Context: an optimization exercise on an open-source flow, tuned for small area and a short achievable clock period. The choices shown serve that exercise and are no tape-out recipe. Function was checked by simulation only, so behaviour that the tests miss may differ from the original. The flow treats the clock pin as an ideal source. Dropping or thinning the clock tree relies on that and would not hold on a real chip. No activity file was given, so power comes from the tool's default toggle rates.

Setup of north:
==> flow/design.v (excerpt) <==
module spi(MOSI, SS_n, clk, rst_n, MISO);
	input MOSI, SS_n, clk, rst_n;
	output MISO;
	wire [7:0] word, rd_data;
	wire ld_wa, ld_wd, ld_ra;
	spi_slave_interface slave(.MOSI(MOSI), .SS_n(SS_n), .clk(clk), .rst_n(rst_n), .MISO(MISO),
		.word(word), .ld_wa(ld_wa), .ld_wd(ld_wd), .ld_ra(ld_ra), .rd_data(rd_data));
	ram mem(.clk(clk), .rst_n(rst_n), .word(word), .ld_wa(ld_wa), .ld_wd(ld_wd), .ld_ra(ld_ra), .rd_data(rd_data));
endmodule
Settings: LEC_CHECK=0, CAP_MARGIN=20, CORE_MARGIN=2, CORE_UTILIZATION=40, CTS_CLUSTER_DIAMETER=100, CTS_CLUSTER_SIZE=30, SETUP_SLACK_MARGIN=3.5, SLEW_MARGIN=20; clock period 5.5 ns.
standard.sh (not shown) runs the stock make flow with config.mk's settings and CLKGATE_MAP_FILE= SYNTH_SCRIPT=/design/flow/synth_recipe.tcl, a recipe that flattens the netlist after the stock synthesis.
==> flow/flow/run.sh <==
#!/bin/bash
# The standard layout, except that the top of the clock tree is rebuilt after
# CTS: the clock port drives four buffers, one per region of the die, and each
# of those drives the leaf buffers of its region (see retree.tcl); and mux4_1
# cells become mux4_2, which is smaller. Every tool's
# output goes to a log file of its own in this folder.
set -euo pipefail
R=orfs/results/sky130hd/spi/base
bash standard.sh cts > log_1_std_to_cts.txt 2>&1
cat > retree_run.tcl <<TCL
read_db $R/4_cts.odb
set NQ 4
set REGION_CELL {sky130_fd_sc_hd__buf_16 A X}
set LEAF_CELL {sky130_fd_sc_hd__buf_12 A X}
source flow/retree.tcl
# mux4_2 has the pins and function of mux4_1 in less area (and more drive)
set m2 [[ord::get_db] findMaster sky130_fd_sc_hd__mux4_2]
set nswap 0
foreach inst [[ord::get_db_block] getInsts] {
  if {[[\$inst getMaster] getName] eq "sky130_fd_sc_hd__mux4_1"} { \$inst swapMaster \$m2; incr nswap }
}
puts "swapped \$nswap mux4_1 to mux4_2"
detailed_placement
check_placement
write_db $R/4_cts.odb
TCL
openroad -no_init -exit retree_run.tcl > log_2_retree.txt 2>&1
bash standard.sh finish > log_3_std_finish.txt 2>&1
==> flow/flow/retree.tcl <==
# Replace the top of the clock tree (the root buffer and the level below it)
# by NQ buffers driven straight from the clock port, each driving the leaf
# buffers of one region of the die.
if {![info exists NQ]} { set NQ 4 }
if {![info exists REGION_CELL]} { set REGION_CELL {sky130_fd_sc_hd__clkbuf_16 A X} }
if {![info exists LEAF_CELL]} { set LEAF_CELL {} }
set block [ord::get_db_block]
set clkport [$block findBTerm clk]
set clknet [$clkport getNet]
proc in_loads {net} {
  set r {}
  foreach it [$net getITerms] { if {[[$it getMTerm] getIoType] eq "INPUT"} { lappend r $it } }
  return $r
}
proc out_of {inst} {
  foreach it [$inst getITerms] { if {[[$it getMTerm] getIoType] eq "OUTPUT"} { return $it } }
  return ""
}
set top {}
set topnets {}
set leaves {}
set dummies {}
foreach r [in_loads $clknet] {
  set ri [$r getInst]
  lappend top $ri
  set rn [[out_of $ri] getNet]
  lappend topnets $rn
  foreach m [in_loads $rn] {
    set mi [$m getInst]
    set mo [out_of $mi]
    if {$mo eq "" || [$mo getNet] eq "NULL"} { lappend dummies $mi; continue }
    lappend top $mi
    set mn [$mo getNet]
    lappend topnets $mn
    foreach l [in_loads $mn] {
      set li [$l getInst]
      set lo [out_of $li]
      if {$lo eq "" || [$lo getNet] eq "NULL"} { lappend dummies $li; continue }
      lappend leaves $l
    }
  }
}
puts "retree: top buffers [llength $top], leaves [llength $leaves], dummy loads [llength $dummies]"
# split the leaves into NQ groups: NQ=4 by the medians of x then y within each half
proc xy {it} { set b [[$it getInst] getBBox]; return [list [expr {([$b xMin]+[$b xMax])/2}] [expr {([$b yMin]+[$b yMax])/2}]] }
proc split2 {its axis} {
  set s [lsort -integer -index 1 [lmap it $its { list $it [lindex [xy $it] $axis] }]]
  set h [expr {[llength $s]/2}]
  return [list [lmap p [lrange $s 0 [expr {$h-1}]] {lindex $p 0}] [lmap p [lrange $s $h end] {lindex $p 0}]]
}
set groups [list $leaves]
set axis 0
while {[llength $groups] < $NQ} {
  set ng {}
  foreach g $groups { foreach h [split2 $g $axis] { lappend ng $h } }
  set groups $ng
  set axis [expr {1-$axis}]
}
# disconnect and remove the old top of the tree
foreach it [concat $leaves] { $it disconnect }
foreach i [concat $top $dummies] { odb::dbInst_destroy $i }
foreach n $topnets { if {[$n getITermCount] == 0 && [$n getBTermCount] == 0} { odb::dbNet_destroy $n } }
lassign $REGION_CELL rcell rin rout
set master [[ord::get_db] findMaster $rcell]
set k 0
foreach g $groups {
  set sx 0; set sy 0
  foreach it $g { lassign [xy $it] x y; incr sx $x; incr sy $y }
  set cx [expr {$sx/[llength $g]}]; set cy [expr {$sy/[llength $g]}]
  set inst [odb::dbInst_create $block $master "clkbuf_region_${k}_clk"]
  $inst setLocation $cx $cy
  $inst setPlacementStatus PLACED
  set net [odb::dbNet_create $block "clknet_region_${k}_clk"]
  $net setSigType CLOCK
  [$inst findITerm $rin] connect $clknet
  [$inst findITerm $rout] connect $net
  foreach it $g { $it connect $net }
  puts "retree: region $k: [llength $g] leaves, buffer at [expr {$cx/1000.0}] [expr {$cy/1000.0}]"
  incr k
}

# optionally rebuild the leaf buffers in another cell
if {[llength $LEAF_CELL]} {
  lassign $LEAF_CELL lcell lin lout
  set lm [[ord::get_db] findMaster $lcell]
  set n 0
  foreach it $leaves {
    set old [$it getInst]
    set in [$it getNet]
    set out [[out_of $old] getNet]
    lassign [$old getLocation] x y
    set nm [$old getName]
    odb::dbInst_destroy $old
    set new [odb::dbInst_create $block $lm $nm]
    $new setLocation $x $y
    $new setPlacementStatus PLACED
    [$new findITerm $lin] connect $in
    [$new findITerm $lout] connect $out
    incr n
  }
  puts "retree: rebuilt $n leaves as $lcell"
}
north reached the end of the flow, and the finished layout is clean on the timing, DRC and antenna checks.
Changes in south relative to north:
- a change of CORE_UTILIZATION from 40 to 60
==> flow/flow/run.sh <==
#!/bin/bash
# The standard layout, except that the top of the clock tree is rebuilt after
# CTS: the clock port drives four buffers, one per region of the die, and each
# of those drives the leaf buffers of its region (see retree.tcl). Every tool's
# output goes to a log file of its own in this folder.
set -euo pipefail
R=orfs/results/sky130hd/spi/base
bash standard.sh cts > log_1_std_to_cts.txt 2>&1
cat > retree_run.tcl <<TCL
read_db $R/4_cts.odb
set NQ 4
set REGION_CELL {sky130_fd_sc_hd__buf_16 A X}
set LEAF_CELL {sky130_fd_sc_hd__buf_12 A X}
source flow/retree.tcl
detailed_placement
check_placement
write_db $R/4_cts.odb
TCL
openroad -no_init -exit retree_run.tcl > log_2_retree.txt 2>&1
bash standard.sh finish > log_3_std_finish.txt 2>&1
==> run notes <==
- Having completed the whole flow, south delivered a layout that passed the timing, DRC and antenna checks.
- Comparing north and south, the lower non-clock buffer area fraction after layout is on north.
- north and south ended up with nearly the same overall power.
- Comparing north and south, the higher post-route standard cell area excluding fillers is on north.
> inputs changed (south -> east)
- swapping 60 for 40 in CORE_UTILIZATION
- swapping 3.5 for 3.6 in SETUP_SLACK_MARGIN
diff --git a/flow/flow/run.sh b/flow/flow/run.sh
--- a/flow/flow/run.sh
+++ b/flow/flow/run.sh
@@ -2,5 +2,6 @@
 # The standard layout, except that the top of the clock tree is rebuilt after
 # CTS: the clock port drives four buffers, one per region of the die, and each
-# of those drives the leaf buffers of its region (see retree.tcl). Every tool's
+# of those drives the leaf buffers of its region (see retree.tcl); and mux4_1
+# cells become mux4_2, which is smaller. Every tool's
 # output goes to a log file of its own in this folder.
 set -euo pipefail
@@ -13,4 +14,11 @@
 set LEAF_CELL {sky130_fd_sc_hd__buf_12 A X}
 source flow/retree.tcl
+# mux4_2 has the pins and function of mux4_1 in less area (and more drive)
+set m2 [[ord::get_db] findMaster sky130_fd_sc_hd__mux4_2]
+set nswap 0
+foreach inst [[ord::get_db_block] getInsts] {
+  if {[[\$inst getMaster] getName] eq "sky130_fd_sc_hd__mux4_1"} { \$inst swapMaster \$m2; incr nswap }
+}
+puts "swapped \$nswap mux4_1 to mux4_2"
 detailed_placement
 check_placement
Where worst hold slack is concerned, south is outperformed by east.
Relative to south, the total power consumption of the routed design measured on east has increased slightly.
Compared with south, wire length reported by the detailed router in east decreased by a few percent.
Sequential logic power of east is on par with south.
Compared with south, the detailed router inserted fewer vias in east.
Re multi-input combinational area share: east is 0.28 points down on south.
south vs east, cell with the largest stage delay on the worst path: sky130_fd_sc_hd__dfxtp_2 vs sky130_fd_sc_hd__mux4_2
Relative to east, the following input files were edited for west:
- SETUP_SLACK_MARGIN now 3.5, was 3.6
diff --git a/flow/flow/run.sh b/flow/flow/run.sh
--- a/flow/flow/run.sh
+++ b/flow/flow/run.sh
@@ -2,5 +2,6 @@
 # The standard layout, except that the top of the clock tree is rebuilt after
 # CTS: the clock port drives four buffers, one per region of the die, and each
-# of those drives the leaf buffers of its region (see retree.tcl); and mux4_1
+# of those drives the leaf buffers of its region, and the dummy loads CTS added
+# to balance the leaf nets are removed (see retree.tcl); and mux4_1
 # cells become mux4_2, which is smaller. Every tool's
 # output goes to a log file of its own in this folder.
diff --git a/flow/flow/retree.tcl b/flow/flow/retree.tcl
--- a/flow/flow/retree.tcl
+++ b/flow/flow/retree.tcl
@@ -101,2 +101,21 @@
   puts "retree: rebuilt $n leaves as $lcell"
 }
+
+# remove the dummy loads CTS hung on the leaf nets to balance them: cells whose
+# only input is on a clock net and whose output drives nothing
+set nd 0
+foreach inst [$block getInsts] {
+  set o [out_of $inst]
+  if {$o eq ""} { continue }
+  set on [$o getNet]
+  if {$on ne "NULL" && [$on getITermCount] > 1} { continue }
+  set ins {}
+  foreach it [$inst getITerms] { if {[[$it getMTerm] getIoType] eq "INPUT" && [$it getNet] ne "NULL"} { lappend ins $it } }
+  if {[llength $ins] != 1} { continue }
+  if {[[[lindex $ins 0] getNet] getSigType] ne "CLOCK"} { continue }
+  [lindex $ins 0] disconnect
+  if {$on ne "NULL"} { $o disconnect; if {[$on getITermCount] == 0 && [$on getBTermCount] == 0} { odb::dbNet_destroy $on } }
+  odb::dbInst_destroy $inst
+  incr nd
+}
+puts "retree: removed $nd dummy loads"
Findings:
~same final clock period utilization by the worst path in east and west
west vs east: final critical-path setup slack up in west
The number of buffers inserted by hold repair at cts on east is in line with that on west.
west ends up with a clock period minus final worst setup slack that is 0.0040 ns lower than in east.
On sequential share of power: between east and west, it ends up lower for east.
east -> west: HPWL after detailed placement decreased slightly
west ends up with a total wire length after detailed routing that is about 2.5% lower than in east.
> inputs changed (west -> middle)
- CTS_CLUSTER_DIAMETER changed from 100 to 70
diff --git a/flow/flow/run.sh b/flow/flow/run.sh
--- a/flow/flow/run.sh
+++ b/flow/flow/run.sh
@@ -2,6 +2,5 @@
 # The standard layout, except that the top of the clock tree is rebuilt after
 # CTS: the clock port drives four buffers, one per region of the die, and each
-# of those drives the leaf buffers of its region, and the dummy loads CTS added
-# to balance the leaf nets are removed (see retree.tcl); and mux4_1
+# of those drives the leaf buffers of its region (see retree.tcl); and mux4_1
 # cells become mux4_2, which is smaller. Every tool's
 # output goes to a log file of its own in this folder.
diff --git a/flow/flow/retree.tcl b/flow/flow/retree.tcl
--- a/flow/flow/retree.tcl
+++ b/flow/flow/retree.tcl
@@ -101,21 +101,2 @@
   puts "retree: rebuilt $n leaves as $lcell"
 }
-
-# remove the dummy loads CTS hung on the leaf nets to balance them: cells whose
-# only input is on a clock net and whose output drives nothing
-set nd 0
-foreach inst [$block getInsts] {
-  set o [out_of $inst]
-  if {$o eq ""} { continue }
-  set on [$o getNet]
-  if {$on ne "NULL" && [$on getITermCount] > 1} { continue }
-  set ins {}
-  foreach it [$inst getITerms] { if {[[$it getMTerm] getIoType] eq "INPUT" && [$it getNet] ne "NULL"} { lappend ins $it } }
-  if {[llength $ins] != 1} { continue }
-  if {[[[lindex $ins 0] getNet] getSigType] ne "CLOCK"} { continue }
-  [lindex $ins 0] disconnect
-  if {$on ne "NULL"} { $o disconnect; if {[$on getITermCount] == 0 && [$on getBTermCount] == 0} { odb::dbNet_destroy $on } }
-  odb::dbInst_destroy $inst
-  incr nd
-}
-puts "retree: removed $nd dummy loads"
==> run notes <==
- The power number comes out higher for middle vs west.
- Diff west -> middle: met3 wire length went up by 46 um; setup slack went down by 0.011 ns; clock network power went up by 5.7%; number of cells upsized or downsized after cts went up by 3; cell area after layout went up by 340 um2.
- Compare west and middle | iteration count of the initial detailed-routing pass lower: middle
- Compared with west, middle shows a final hold slack that is 0.017 ns higher.
In every run of this note, the design's own scripts or RTL, not TritonCTS, make the clock network.

-- what the ideal ports hide --
The results above use ideal ports. As a check the final layouts listed here were re-extracted and re-timed, cells and wires unchanged. Step 1 assumes that a clkbuf_16 drives the clock port and a buf_2 every other input. Step 2 moves the port delays by t, midway between the first and last clock arrival at a register: inputs arrive t later, outputs are due t later. That takes back most of the time a late clock gives input paths. Slacks: ideal / step 1 / step 2; pairs: ideal / step 1.
| run | t, ns | setup WS [ns] | pins driven straight from the clock port |
|---|---|---|---|
| north | 0.623 | 3.493 / 3.339 / 2.972 | 4 |
| south | 0.623 | 3.486 / 3.322 / 2.989 | 4 |
| east | 0.621 | 3.500 / 3.372 / 3.028 | 4 |
| west | 0.611 | 3.504 / 3.350 / 2.999 | 4 |
| middle | 0.621 | 3.493 / 3.338 / 2.979 | 4 |
After both steps every run listed still meets setup and hold. The setup slack of north, which loses most, moves by -0.154 ns with the drivers and by -0.521 ns with both steps.
